What follows belongs to an exercise in optimizing a design on an open flow for small area and a short achievable clock period; a production flow would make more cautious choices.
In this exercise RTL edits were held to simulation tests only and were not proved equivalent to the original.
Power is estimated from default activity; no workload was simulated.

<file path="config.mk">
export PLATFORM = sky130hd
export DESIGN_NAME = alu_top
export DESIGN_NICKNAME = alu_top
export VERILOG_FILES = /design/flow/design.v
export SDC_FILE = /design/flow/constraint.sdc
export NUM_CORES = 4
export LEC_CHECK = 0
export CAP_MARGIN = 20
export CORE_MARGIN = 2
export CORE_UTILIZATION = 40
export SLEW_MARGIN = 20
</file>
<file path="constraint.sdc">
create_clock -name core_clock -period 10.0 [get_ports {clk}]
set_input_delay 2.0000 -clock core_clock [delete_from_list [all_inputs] [get_ports {clk}]]
set_output_delay 2.0000 -clock core_clock [all_outputs]
set_load 0.01 [all_outputs]
</file>
<file path="design.v">
module alu_top (
    input             clk,
    input      [3:0]  control,
    input             CI,
    input      [31:0] DATA_A,
    input      [31:0] DATA_B,
    output reg [31:0] OUT,
    output reg        CO,
    output reg        OVF,
    output reg        N,
    output reg        Z
);
reg  [3:0]  control_q;
reg         CI_q;
reg  [31:0] A_q, B_q;
wire [31:0] out_w;
wire        co_w, ovf_w, n_w, z_w;
always @(posedge clk) begin
    control_q <= control;
    CI_q      <= CI;
    A_q       <= DATA_A;
    B_q       <= DATA_B;
end
ALU #(.WIDTH(32)) alu (
    .control(control_q), .CI(CI_q), .DATA_A(A_q), .DATA_B(B_q),
    .OUT(out_w), .CO(co_w), .OVF(ovf_w), .N(n_w), .Z(z_w)
);
always @(posedge clk) begin
    OUT <= out_w;
    CO  <= co_w;
    OVF <= ovf_w;
    N   <= n_w;
    Z   <= z_w;
end
endmodule

module ALU #(parameter WIDTH=8)
    (
	  input [3:0] control,
	  input CI,
	  input [WIDTH-1:0] DATA_A,
	  input [WIDTH-1:0] DATA_B,
      output reg [WIDTH-1:0] OUT,
	  output reg CO,
	  output reg OVF,
	  output N, Z
    );
parameter AND=4'b0000,
		  EXOR=4'b0001,
		  SubtractionAB=4'b0010,
		  SubtractionBA=4'b0011,
		  Addition=4'b0100,
		  Addition_Carry=4'b0101,
		  SubtractionAB_Carry=4'b0110,
		  SubtractionBA_Carry=4'b0111,
		  ORR=4'b1100,
		  Move=4'b1101,
		  Bit_Clear=4'b1110,
		  Move_Not=4'b1111;
assign N = OUT[WIDTH-1];
assign Z = ~(|OUT);
always@(*) begin
	case(control)
		AND:begin
			OUT = DATA_A & DATA_B;
			CO = 1'b0;
			OVF = 1'b0;
		end
		EXOR:begin
			OUT = DATA_A ^ DATA_B;
			CO = 1'b0;
			OVF = 1'b0;
		end
		SubtractionAB:begin
			OUT = DATA_A - DATA_B;
			CO = ~N;  
			OVF = (DATA_A[WIDTH-1] & ~DATA_B[WIDTH-1] & ~OUT[WIDTH-1]) | (~DATA_A[WIDTH-1] & DATA_B[WIDTH-1] & OUT[WIDTH-1]);
		end
		SubtractionBA:begin
			OUT = DATA_B - DATA_A;
			CO = ~N;  
			OVF = (DATA_B[WIDTH-1] & ~DATA_A[WIDTH-1] & ~OUT[WIDTH-1]) | (~DATA_B[WIDTH-1] & DATA_A[WIDTH-1] & OUT[WIDTH-1]);
		end
		Addition:begin
			{CO,OUT} = DATA_A + DATA_B;
			OVF = (DATA_A[WIDTH-1] & DATA_B[WIDTH-1] & ~OUT[WIDTH-1]) | (~DATA_A[WIDTH-1] & ~DATA_B[WIDTH-1] & OUT[WIDTH-1]);
		end
		Addition_Carry:begin
			{CO,OUT} = DATA_A + DATA_B + CI;
			OVF = (DATA_A[WIDTH-1] & DATA_B[WIDTH-1] & ~OUT[WIDTH-1]) | (~DATA_A[WIDTH-1] & ~DATA_B[WIDTH-1] & OUT[WIDTH-1]);
		end
		SubtractionAB_Carry:begin
			OUT = DATA_A - DATA_B + CI - 1;
			CO = ~N;  
			OVF = (DATA_A[WIDTH-1] & ~DATA_B[WIDTH-1] & ~OUT[WIDTH-1]) | (~DATA_A[WIDTH-1] & DATA_B[WIDTH-1] & OUT[WIDTH-1]);
		end
		SubtractionBA_Carry:begin
			OUT = DATA_B - DATA_A + CI - 1;
			CO = ~N;  
			OVF = (DATA_B[WIDTH-1] & ~DATA_A[WIDTH-1] & ~OUT[WIDTH-1]) | (~DATA_B[WIDTH-1] & DATA_A[WIDTH-1] & OUT[WIDTH-1]);
		end
		ORR:begin
			OUT = DATA_A | DATA_B;
			CO = 1'b0;
			OVF = 1'b0;
		end
		Move:begin
			OUT = DATA_B;
			CO = 1'b0;
			OVF = 1'b0;
		end
		Bit_Clear:begin
			OUT = DATA_A ^ ~DATA_B;
			CO = 1'b0;
			OVF = 1'b0;
		end
		Move_Not:begin
			OUT = ~DATA_B;
			CO = 1'b0;
			OVF = 1'b0;
		end
		default:begin
		OUT = {WIDTH{1'b0}};
		CO = 1'b0;
		OVF = 1'b0;
		end
	endcase
end
endmodule	 
</file>
<file path="run.sh">
#!/bin/bash
# synth_recipe.tcl (not shown) runs the flow's synth.tcl, then flattens the netlist and writes it again
# the make line also repeats each setting of config.mk as NAME=value (left out here)
make -C /OpenROAD-flow-scripts/flow DESIGN_CONFIG=/design/flow/config.mk WORK_HOME=/design/flow/orfs CLKGATE_MAP_FILE= SYNTH_SCRIPT=/design/flow/synth_recipe.tcl finish
</file>
==> results of run 1 <==
final cells by class:
cell class / count / area (sq um)
flip-flops and latches: 104 / 2085
multi-input cells: 1634 / 11410
inverters: 109 / 409.1
clock inverters: 6 / 50.05
fillers: 3657 / 19360
repair buffers: 134 / 1269
well taps: 461 / 576.8
clock buffers: 10 / 229.0
logic make-up (layout without fill, tap and decap cells):
group	count (synthesis)	after routing	share of synthesized area, %
XOR/XNOR	169	169	10.46
flip-flops	104	104	14.57
AO/OA/AOI/OAI	617	617	29.04
buffers and inverters	213	259	5.875
adder cells (fa/ha/maj)	143	143	12.68
multiplexers	13	13	0.9281
AND/OR/NAND/NOR	692	692	26.45
synth_stat cells (all sizes together), types with 8 or more instances:
cell type    n  share of area, %
dfxtp      104                15
a31oi       20              0.88
or3         21              0.92
or2         19              0.83
and4         9              0.55
o21ai      126               4.4
o211ai      34               1.8
buf         37               1.3
nor3        73               2.6
nand4       39               1.8
nor2b       31               1.4
and3        30               1.3
o21a        10              0.53
a211o       14              0.86
nand2      148               3.9
a221o       10              0.70
nor3b        9              0.47
nand2b      20              0.88
o21bai       8              0.42
clkbuf      67               1.8
a21o        16              0.84
nor2       117               3.1
ha         140                12
a221oi      30               1.9
o221ai      20               1.2
inv        104               2.7
nand4b       8              0.49
or4         12              0.63
nor4        59               3.0
a21oi      154               5.4
and2        20              0.88
xnor2      107               6.7
o2111ai      9              0.55
a22oi        9              0.47
o31ai       33               1.8
a211oi      25               1.5
mux2i       11              0.77
o22ai       25               1.1
nand3       49               1.7
xor2        62               3.8
path summary, 6_finish.rpt:
| path | startpoint | endpoint | slack [ps] | cells past startpoint |
|---|---|---|---|---|
| setup reg to reg | B_q[10] | Z | 3670 | 15 |
| hold / removal | A_q[31] | OVF | 740 | 2 |
| hold reg to reg | A_q[31] | OVF | 740 | 2 |
| setup / recovery | B_q[10] | Z | 3670 | 15 |
worst max-delay path, stage by stage, from the launching register on:
cell and delay [ps]:
dfxtp_1 460, inv_1 120, ha_1 700, inv_2 190, a21oi_1 540, o31ai_1 290
a2111oi_2 840, xnor2_1 460, a221oi_1 690, o211ai_1 220, a31o_2 260, a211o_1 270
or4_1 550, nor4_1 260, nand4b_1 170, nor4b_2 220
sequential cells by signal (all words and copies together), names as in the netlist:
name	flops
OVF	1
CI_q	1
CO	1
B_q	32
N	1
control_q	4
A_q	32
OUT	31
Z	1
per-layer routing:
layer | GRT usage [%] | wire, um
met1 | 50.15 | 29680
met2 | 50.76 | 27100
met3 | 9.792 | 7714
met4 | 12.97 | 2434
met5 | 0 | 0
power breakdown:
group / switching [uW] / leakage [uW] / internal [uW]
combinational: 670 / 0.00518 / 366
sequential: 35.1 / 0.000875 / 454
clock: 192 / 0.000135 / 173
metrics by stage:
stage	setup slack (ps)	total power [uW]	instance area [sq um]
after floorplan	5565	1131	14290
after global placement	3878	1489	15740
after detailed placement	3889	1489	15740
after CTS	3792	1859	16020
after global routing	3470	1978	16030
final	3674	1891	16030
==> notes.md, run 1 <==
Clk pin slew, worst setup/hold paths 80 ps; largest net degree at the start of global routing 41; Clock Root Buffer clkbuf_16; Synth Net Count 2164; crit start category flip-flop; first drt pass iteration count 6; fin util 45.29%; Synth Register Bits 104; via/cell ratio 6.638; Fin Setup TNS 0 ps; placed insts 2442; Core Rows 69; clk_skew 14.52 ps; leading cell type in the layout, fill and taps excluded a21oi_1; CP max FO 17; worst rel slew slack 28.31%; pwr dens 117.9 mW/mm^2; Setup Fix Bufs, Post-CTS 0; Top FF cell, synth dfxtp_1; Cells after Synth 1951; # setup viols final 0; Layout area overhead 12.18%; post-layout minimum cycle time 6326 ps; Max Cap Viol 0; fin nets 2205; Post-DP HPWL 52570 um; CP Capture Type flip-flop; clock tree sinks 104; IO Port Bufs 105; Min-Delay Path Class flip-flop to flip-flop; Num CTS Buffers 9; Synth Cell Area 0.01429 sq mm; GR Overflow Total 0; Hold WS 740.6 ps; ANT nets after route 0; initial antenna violation count 0; Post-route DRC 0; Worst EP arrival 6630 ps; critical path type flip-flop to flip-flop; Static Leak 0.006193 uW; IO Count 106; most frequent cells in the layout a21oi_1, nand2_1, ha_1; VDD IR max 0.0001208 V; Die ar. 0.03726 sq mm; total number of vias 16320; routed len/inst 27.23 um; Slew Viols, Final 0; die height 193.0 um; vias in the first global route 14710; antenna diode count 0; H-tree depth 3; Skew-Pair Late Insertion Delay 400 ps; Syn. warnings 2; Total Routing Usage GR 35.42%; Hold Buf Count CTS 0; CTS tree built; Clock Path Buffers 2; status complete, no violations; Post-synth EDFFs 0; syn_area_per_cell 7.325 sq um; Core ar. 0.03540 sq mm; asr flop ratio synth 0%; Die X 193.0 um; worst slew pin tran 1059 ps; CP required 10310 ps; unrepaired setup endpoints after global routing no; share of cells above drive strength 1 5.358%; post-synthesis cell type count 100; Max Clock Freq 158.1 MHz; initial core utilization 40.37%; routability congestion estimate 1.068; post_cts resized 0; number of DRC markers in iteration 0 2302; Fin. Hold Viols 0; final period utilization 63.26%; final wirelength 66930 um; register area share after synthesis 14.57%; first-pass GRT wire length 97130 um; Non-Filler Instances 2458
==> run 2: changes to the inputs <==
==> design.v (replaced) <==
module alu_top (
    input             clk,
    input      [3:0]  control,
    input             CI,
    input      [31:0] DATA_A,
    input      [31:0] DATA_B,
    output reg [31:0] OUT,
    output reg        CO,
    output reg        OVF,
    output reg        N,
    output reg        Z
);
reg  [3:0]  control_q;
reg         CI_q;
reg  [31:0] A_q, B_q;
wire [31:0] out_w;
wire        co_w, ovf_w, n_w, z_w;
always @(posedge clk) begin
    control_q <= control;
    CI_q      <= CI;
    A_q       <= DATA_A;
    B_q       <= DATA_B;
end
ALU #(.WIDTH(32)) alu (
    .control(control_q), .CI(CI_q), .DATA_A(A_q), .DATA_B(B_q),
    .OUT(out_w), .CO(co_w), .OVF(ovf_w), .N(n_w), .Z(z_w)
);
always @(posedge clk) begin
    OUT <= out_w;
    CO  <= co_w;
    OVF <= ovf_w;
    N   <= n_w;
    Z   <= z_w;
end
endmodule

module ALU #(parameter WIDTH=8)
    (
	  input [3:0] control,
	  input CI,
	  input [WIDTH-1:0] DATA_A,
	  input [WIDTH-1:0] DATA_B,
      output [WIDTH-1:0] OUT,
	  output CO,
	  output OVF,
	  output N, Z
    );
wire c3 = control[3], c2 = control[2], c1 = control[1], c0 = control[0];
wire arith = ~c3 & (c2 | c1);
wire sub   = c1;                        
wire inv   = c1 & c0;                   
wire cin   = ~c2 | ((c1 | c0) & CI);    
wire k     = cin ^ inv;                 
wire [WIDTH-1:0] X = DATA_A;
wire [WIDTH-1:0] Y = DATA_B ^ {WIDTH{sub}};
wire [WIDTH:0] sum = {1'b0, X} + {1'b0, Y} + {{WIDTH{1'b0}}, k};
wire [WIDTH-1:0] S = sum[WIDTH-1:0];
wire c_out = sum[WIDTH];
wire c_msb = S[WIDTH-1] ^ X[WIDTH-1] ^ Y[WIDTH-1];    
reg [WIDTH-1:0] L;
always @(*) begin
	case ({c3, c1, c0})
		3'b000: L = DATA_A & DATA_B;
		3'b001: L = DATA_A ^ DATA_B;
		3'b100: L = DATA_A | DATA_B;
		3'b101: L = DATA_B;
		3'b110: L = DATA_A ^ ~DATA_B;
		3'b111: L = ~DATA_B;
		default: L = {WIDTH{1'b0}};
	endcase
end
wire lvalid = (c3 & c2) | (~c3 & ~c2 & ~c1);    
wire [WIDTH-1:0] LM = L & {WIDTH{lvalid}};
assign OUT = arith ? (S ^ {WIDTH{inv}}) : LM;
assign N = OUT[WIDTH-1];
wire [WIDTH-1:0] P = X ^ Y;
wire [WIDTH-1:0] T = inv ? (X & Y) : (X | Y);
wire [WIDTH-1:0] Tprev = {T[WIDTH-2:0], k};
wire [WIDTH-1:0] zbit_a = ~(P ^ Tprev ^ {WIDTH{inv}});
assign Z = arith ? &zbit_a : ~|LM;
wire addop = ~c3 & c2 & ~c1;                    
assign CO  = arith & (sub ? ~OUT[WIDTH-1] : c_out);
assign OVF = arith & (c_msb ^ c_out);
endmodule
--- a/config.mk
+++ b/config.mk
@@ -7,2 +7,3 @@
 export LEC_CHECK = 0
+export ABC_CLOCK_PERIOD_IN_PS = 2000
 export CAP_MARGIN = 20
==> notes.md, run 2 <==
status complete, no violations; register area share after synthesis 26.23% (+12 points); Cells after Synth 985 (-50%); worst slew pin tran 889.3 ps (-169.4 ps); pwr dens 149.8 mW/mm^2 (+27%); final period utilization 42.43% (-21 points); Die X 144.9 um (-25%); Top FF cell, synth dfxtp_1; Clock Path Buffers 2 (unchanged); initial antenna violation count 0 (unchanged); largest family of logic cells by synthesized area XOR/XNOR gates; largest net degree at the start of global routing 88 (+110%); post-synthesis xor/xnor area fraction 19.04% (+8.6 points); crit start category flip-flop; IO Port Bufs 105 (unchanged); cell family with most CP delay compound AO/OA/AOI/OAI gates; Static Leak 0.004125 uW (-33%); syn_area_per_cell 8.057 sq um (+10%); CP max stage delay 620 ps (-220 ps); IO Count 106 (unchanged); Die ar. 0.02098 sq mm (-44%); sequential power share 34.8% (+8.9 points); CTS tree built; leading cell type in the layout, fill and taps excluded clkdlybuf4s50_1; routed len/inst 15.61 um (-43%); final wirelength 20580 um (-69%); post_cts resized 0 (unchanged); via/cell ratio 5.173 (-22%); total number of vias 6818 (-58%); Synth top area share 26.23% (+12 points); top flop regs A_q (32), B_q (32), OUT (31); post-synthesis cell type count 68 (-32%); post-layout minimum cycle time 4243 ps (-2083 ps); top cells by area, synth dfxtp_1, ha_1, xor2_1; die height 144.9 um (-25%); Fin Setup TNS 0 ps (unchanged); list of most frequent post-synthesis cells dfxtp_1, a21oi_1, xor2_1, nand2_1, nor2_1; Layout area overhead 18.67%; VDD IR max 0.0001031 V (-15%); cell type contributing the most total cell area after synthesis dfxtp_1; combinational share of power 37.4% (-17 points); Hold WS 658.1 ps (-82.49 ps); GR Overflow Total 0 (unchanged); Synth Net Count 1120 (-48%); most frequent cells in the layout clkdlybuf4s50_1, dfxtp_1, a21oi_1; post-synthesis mux area share 3.910% (+3.0 points); CP max FO 54 (+37); Core Rows 51 (-26%); Skew-Pair Late Insertion Delay 360 ps (-40 ps); switching power 472.4 uW (-47%); R2R Setup Slk 5760 ps (+2080 ps); Clock power frac 27.8% (+8.5 points); fin nets 1183 (-46%); Fin. Hold Viols 0 (unchanged); unrepaired setup endpoints after global routing no; Post-synth EDFFs 0 (unchanged); top-count cell post-synth dfxtp_1; Synth Area in Compound Gates 18.89% (-10 points); Buf/Inv on CP 1 (-1); fin util 48.39% (+3.1 points); initial core utilization 40.78% (+0.40 points); Hold Buf Count CTS 0 (unchanged); critical path type flip-flop to flip-flop; number of DRC markers in iteration 0 379 (-84%); FF+latch area 0.002085 sq mm (unchanged); Clock Root Buffer clkbuf_16; Net Sw Frac 33.50% (-14 points); Post-Synth Adder-Cell Area 10.44% (-2.2 points); Fillers 1932 (-47%); Max Cap Viol 0 (unchanged); total power 1410 uW (-25%); CP required 10230 ps (-80 ps); clk_skew 7.944 ps (-6.580 ps); asr flop ratio synth 0% (unchanged); # setup viols final 0 (unchanged); Slew Viols, Final 0 (unchanged); H-tree depth 3 (unchanged); Min-Delay Path Class flip-flop to flip-flop; Worst EP arrival 4470 ps (-2160 ps); Post-DP HPWL 15390 um (-71%); first drt pass iteration count 5 (-1); Synth Register Bits 104 (unchanged); Multi-input gate area 0.005299 sq mm (-54%); Max Clock Freq 235.7 MHz (+49%); worst rel slew slack 40.49% (+12 points); Post-Synth Simple-Gate Area 14.33% (-12 points); Clk pin slew, worst setup/hold paths 70 ps (about the same); Num CTS Buffers 9 (unchanged); Core ar. 0.01946 sq mm (-45%); routability congestion estimate 0.8894 (-17%); share of cells above drive strength 1 4.274% (-1.1 points); Total Routing Usage GR 19.94% (-15 points); antenna diode count 0 (unchanged); ANT nets after route 0 (unchanged); Setup Fix Bufs, Post-CTS 0 (unchanged); clock tree sinks 104 (unchanged); Post-route DRC 0 (unchanged); Syn. warnings 2 (unchanged); critical path's slowest cell buf_4; Cell Int Power 937.9 uW (-5.6%); first-pass GRT wire length 32690 um (-66%); crit-path cells buf_4, mux2i_1, a211o_1, fa_1, fa_1, a21oi_1, o211a_1, o31ai_4, a31o_2, a21bo_2, a31oi_1, o21ai_0, xnor2_1, o21ai_0; CP Capture Type flip-flop; vias in the first global route 6284 (-57%); Synth Cell Area 0.007936 sq mm (-44%)
==> run 2: changes by cell type after synthesis, moves of 32 or more <==
cell      previous run  this run
ha_1               140        63
o21ai_0            121        52
nand2_1            148        83
a21oi_1            154        94
nor3_1              72        13
clkbuf_1            67        20
nor4_1              53         8
nand3_1             49        10
nor2_1             116        81
inv_1              102        70
==> run 2: cell type report <==
| type | count | share of cell area (%) |
|---|---|---|
| Sequential cell | 104 | 22.13 |
| Clock inverter | 6 | 0.9566 |
| Inverter | 70 | 2.790 |
| Clock buffer | 10 | 2.538 |
| Timing Repair Buffer | 113 | 11.80 |
| Tap cell | 265 | 3.521 |
| Multi-Input combinational cell | 750 | 56.26 |
==> run 2: kinds of logic (layout without fill, tap and decap cells) <==
kind of cell / Yosys count / count (layout)
muxes: 31 / 31
adders and majority gates: 65 / 65
xor gates and xnor gates: 171 / 171
DFF: 104 / 104
AOI/OAI and AO/OA: 239 / 239
and+or+nand+nor: 244 / 244
buffers and inverters: 131 / 199
==> run 2: power groups by stage <==
stage          clock, uW  sequential, uW  combinational (uW)
3_5_place_dp           0             500                 523
3_3_place_gp           0             501                 523
2_1_floorplan          0             506                 350
6_report             392             491                 528
4_1_cts              403             491                 527
5_1_grt              417             496                 577
==> run 2: tightest hold or removal path, cell delays in order, from the launching register on <==
cell	delay [ps]
dfxtp_1	350
o32ai_1	130
a211oi_1	80
o21ai_1	70
==> run 2: worst paths after layout <==
path	from	end	cells after the start
worst max register to register	control_q[1]	OUT[18]	14
worst min-delay path	A_q[27]	OUT[27]	3
worst max-delay path	control_q[1]	OUT[18]	14
worst min register to register	A_q[27]	OUT[27]	3
==> run 2: per-layer routing <==
layer  track usage [%]  vias to the layer above  part of all wire (%)
li1                  -                     3451                     -
met1             26.73                     3127                    47
met2             32.20                      208                    46
met3             3.587                       32                   5.4
met4             7.001                        0                   2.4
met5                 0                        -                     0
==> run 2: metrics by stage <==
stage,instances,area (sq um),setup WS [ps]
after global routing,1318,9418,5522
after CTS,1318,9418,5762
after global placement,1302,9089,5821
after floorplan,985,7936,5802
after detailed placement,1302,9089,5765
final,1318,9418,5757
==> run 3: changes to the inputs <==
--- a/config.mk
+++ b/config.mk
@@ -7,3 +7,2 @@
 export LEC_CHECK = 0
-export ABC_CLOCK_PERIOD_IN_PS = 2000
 export CAP_MARGIN = 20
==> notes.md, run 3 <==
status complete, no violations; routed len/inst 15.61 um (unchanged); CP required 10230 ps (about the same); asr flop ratio synth 0% (unchanged); Post-route DRC 0 (unchanged); Synth Cell Area 0.007936 sq mm (unchanged); crit start category flip-flop; top-count cell post-synth dfxtp_1; Synth Register Bits 104 (unchanged); total number of vias 6818 (unchanged); H-tree depth 3 (unchanged); worst slew pin tran 889.3 ps (unchanged); ANT nets after route 0 (unchanged); Critical path origin control_q[1]; Clock Path Buffers 2 (unchanged); register area share after synthesis 26.23% (unchanged); CP Capture Type flip-flop; r2r startpoint control_q[1]; final wirelength 20580 um (unchanged); Core Rows 51 (unchanged); post-synthesis cell type count 68 (unchanged); Max Cap Viol 0 (unchanged); Die ar. 0.02098 sq mm (unchanged); share of cells above drive strength 1 4.274% (unchanged); Static Leak 0.004125 uW (unchanged); largest net degree at the start of global routing 88 (unchanged); dpl ws 5765 ps (unchanged); CP max FO 54 (unchanged); Total Routing Usage GR 19.94% (unchanged); clock tree sinks 104 (unchanged); post_cts resized 0 (unchanged); Buf/Inv on CP 1 (unchanged); Post-DP HPWL 15390 um (unchanged); routability congestion estimate 0.8894 (unchanged); Synth top area share 26.23% (unchanged); Cells after Synth 985 (unchanged); total power 1410 uW (unchanged); # setup viols final 0 (unchanged); Placed Area 0.009089 sq mm (unchanged); final period utilization 42.43% (unchanged); IO Port Bufs 105 (unchanged); worst rel slew slack 40.49% (unchanged); Clk pin slew, worst setup/hold paths 70 ps (about the same); critical path type flip-flop to flip-flop; number of DRC markers in iteration 0 379 (unchanged); top cells by area, synth dfxtp_1, ha_1, xor2_1; initial antenna violation count 0 (unchanged); via/cell ratio 5.173 (unchanged); design area 0.009418 sq mm (unchanged); first-pass GRT wire length 32690 um (unchanged); IO Count 106 (unchanged); Post-synth EDFFs 0 (unchanged); Syn. warnings 2 (unchanged); Worst EP arrival 4470 ps (about the same); Top Layer Used met4; Min-Delay Path Class flip-flop to flip-flop; Clock Root Buffer clkbuf_16; met2 wire length 9404 um (unchanged); unrepaired setup endpoints after global routing no; leading cell type in the layout, fill and taps excluded clkdlybuf4s50_1; post-layout minimum cycle time 4243 ps (unchanged); list of most frequent post-synthesis cells dfxtp_1, a21oi_1, xor2_1, nand2_1, nor2_1; Skew-Pair Late Insertion Delay 360 ps (about the same); crit-path cells buf_4, mux2i_1, a211o_1, fa_1, fa_1, a21oi_1, o211a_1, o31ai_4, a31o_2, a21bo_2, a31oi_1, o21ai_0, xnor2_1, o21ai_0; top flop regs A_q (32), B_q (32), OUT (31); GR Overflow Total 0 (unchanged); fin util 48.39% (unchanged); syn_area_per_cell 8.057 sq um (unchanged); Max Clock Freq 235.7 MHz (unchanged); Setup Fix Bufs, Post-CTS 0 (unchanged); Fin Setup TNS 0 ps (unchanged); Slew Viols, Final 0 (unchanged); Hold Buf Count CTS 0 (unchanged); first drt pass iteration count 5 (unchanged); critical path's slowest cell buf_4; worst setup margin 5757 ps (unchanged); Core ar. 0.01946 sq mm (unchanged); fin nets 1183 (unchanged); met3 wire length 1114 um (unchanged); CP max stage delay 620 ps (about the same); Num CTS Buffers 9 (unchanged); CTS tree built; antenna diode count 0 (unchanged); clk_skew 7.944 ps (unchanged); cell type contributing the most total cell area after synthesis dfxtp_1; Die X 144.9 um (unchanged); hold path start A_q[27]; pwr dens 149.8 mW/mm^2 (unchanged); die height 144.9 um (unchanged); VDD IR max 0.0001031 V (unchanged); Top FF cell, synth dfxtp_1; Synth Net Count 1120 (unchanged); initial core utilization 40.78% (unchanged); Fin. Hold Viols 0 (unchanged); routed metal-1 wirelength 9570 um (unchanged); cell family with most CP delay compound AO/OA/AOI/OAI gates; vias in the first global route 6284 (unchanged); most frequent cells in the layout clkdlybuf4s50_1, dfxtp_1, a21oi_1; Layout area overhead 18.67% (unchanged)
## run 3: cell counts after synthesis
No cell type changed its count.
## run 3: metrics by stage
step | hold WS [ps] | instances
finish | 658.1 | 1318
global route | 697.4 | 1318
CTS | 656.8 | 1318
detailed placement | 635.0 | 1302
global placement | 656.1 | 1302
floorplan | 570.8 | 985
## run 3: logic make-up after synthesis
| group | synth area share [%] |
|---|---|
| xor gates and xnor gates | 19.04 |
| buffers and inverters | 7.157 |
| AOI/OAI and AO/OA | 18.89 |
| DFF | 26.23 |
| and+or+nand+nor | 14.33 |
| adders and majority gates | 10.44 |
| muxes | 3.910 |
## run 3: path summary, 6_finish.rpt
check / end / slack [ps] / cells past startpoint
hold / removal: OUT[27] / 660 / 3
setup / recovery: OUT[18] / 5760 / 14
hold reg to reg: OUT[27] / 660 / 3
setup reg to reg: OUT[18] / 5760 / 14
## run 3: worst reg2reg max path, delay by kind of cell (launching register included)
family | cells | cell delay (ps)
adders and majority gates | 2 | 890
xor gates and xnor gates | 1 | 150
buffers and inverters | 1 | 620
muxes | 1 | 210
DFF | 1 | 310
AOI/OAI and AO/OA | 9 | 1930
## run 3: final cells by class
type,count,area [sq um]
multi-input combinational,750,5299
fill,1932,10040
clock buffer,10,239.0
tap,265,331.6
sequential,104,2085
clock inverter,6,90.09
timing repair buffer,113,1111
inverter,70,262.8
## run 3: per-layer routing
metal / vias to the layer above / GRT usage [%]
li1: 3451 / -
met1: 3127 / 26.73
met2: 208 / 32.20
met3: 32 / 3.587
met4: 0 / 7.001
met5: - / 0
## run 3: report_power, final
part           switching, uW  leakage [uW]  internal [uW]
clock                    164      0.000159            228
combinational            276       0.00309            251
sequential              31.8      0.000875            459
total                    472       0.00412            938

==> separate check: timing with driven ports <==
No port has a modelled driver above. Below, the same layouts with a new extraction and two added sets of constraints. Step 1 assumes that a clkbuf_16 drives the clock port and a buf_2 every other input. Step 2 adds t to the input delays and takes it off the output delays; t is the mean of the earliest and latest rising clock arrival at the registers after step 1. Input paths then give back, and output paths get back, about the clock's delay inside the block. Three values: ideal, step 1, step 2; two values: the first two.
run	t (ns)	setup slack, ns	worst data-port slew with drivers (ns)
run 1	0.446	3.674 / 3.674 / 3.674	0.04
run 2	0.407	5.757 / 5.757 / 5.757	0.05
run 3	0.407	5.757 / 5.757 / 5.757	0.05
After both steps every run listed still meets setup and hold.
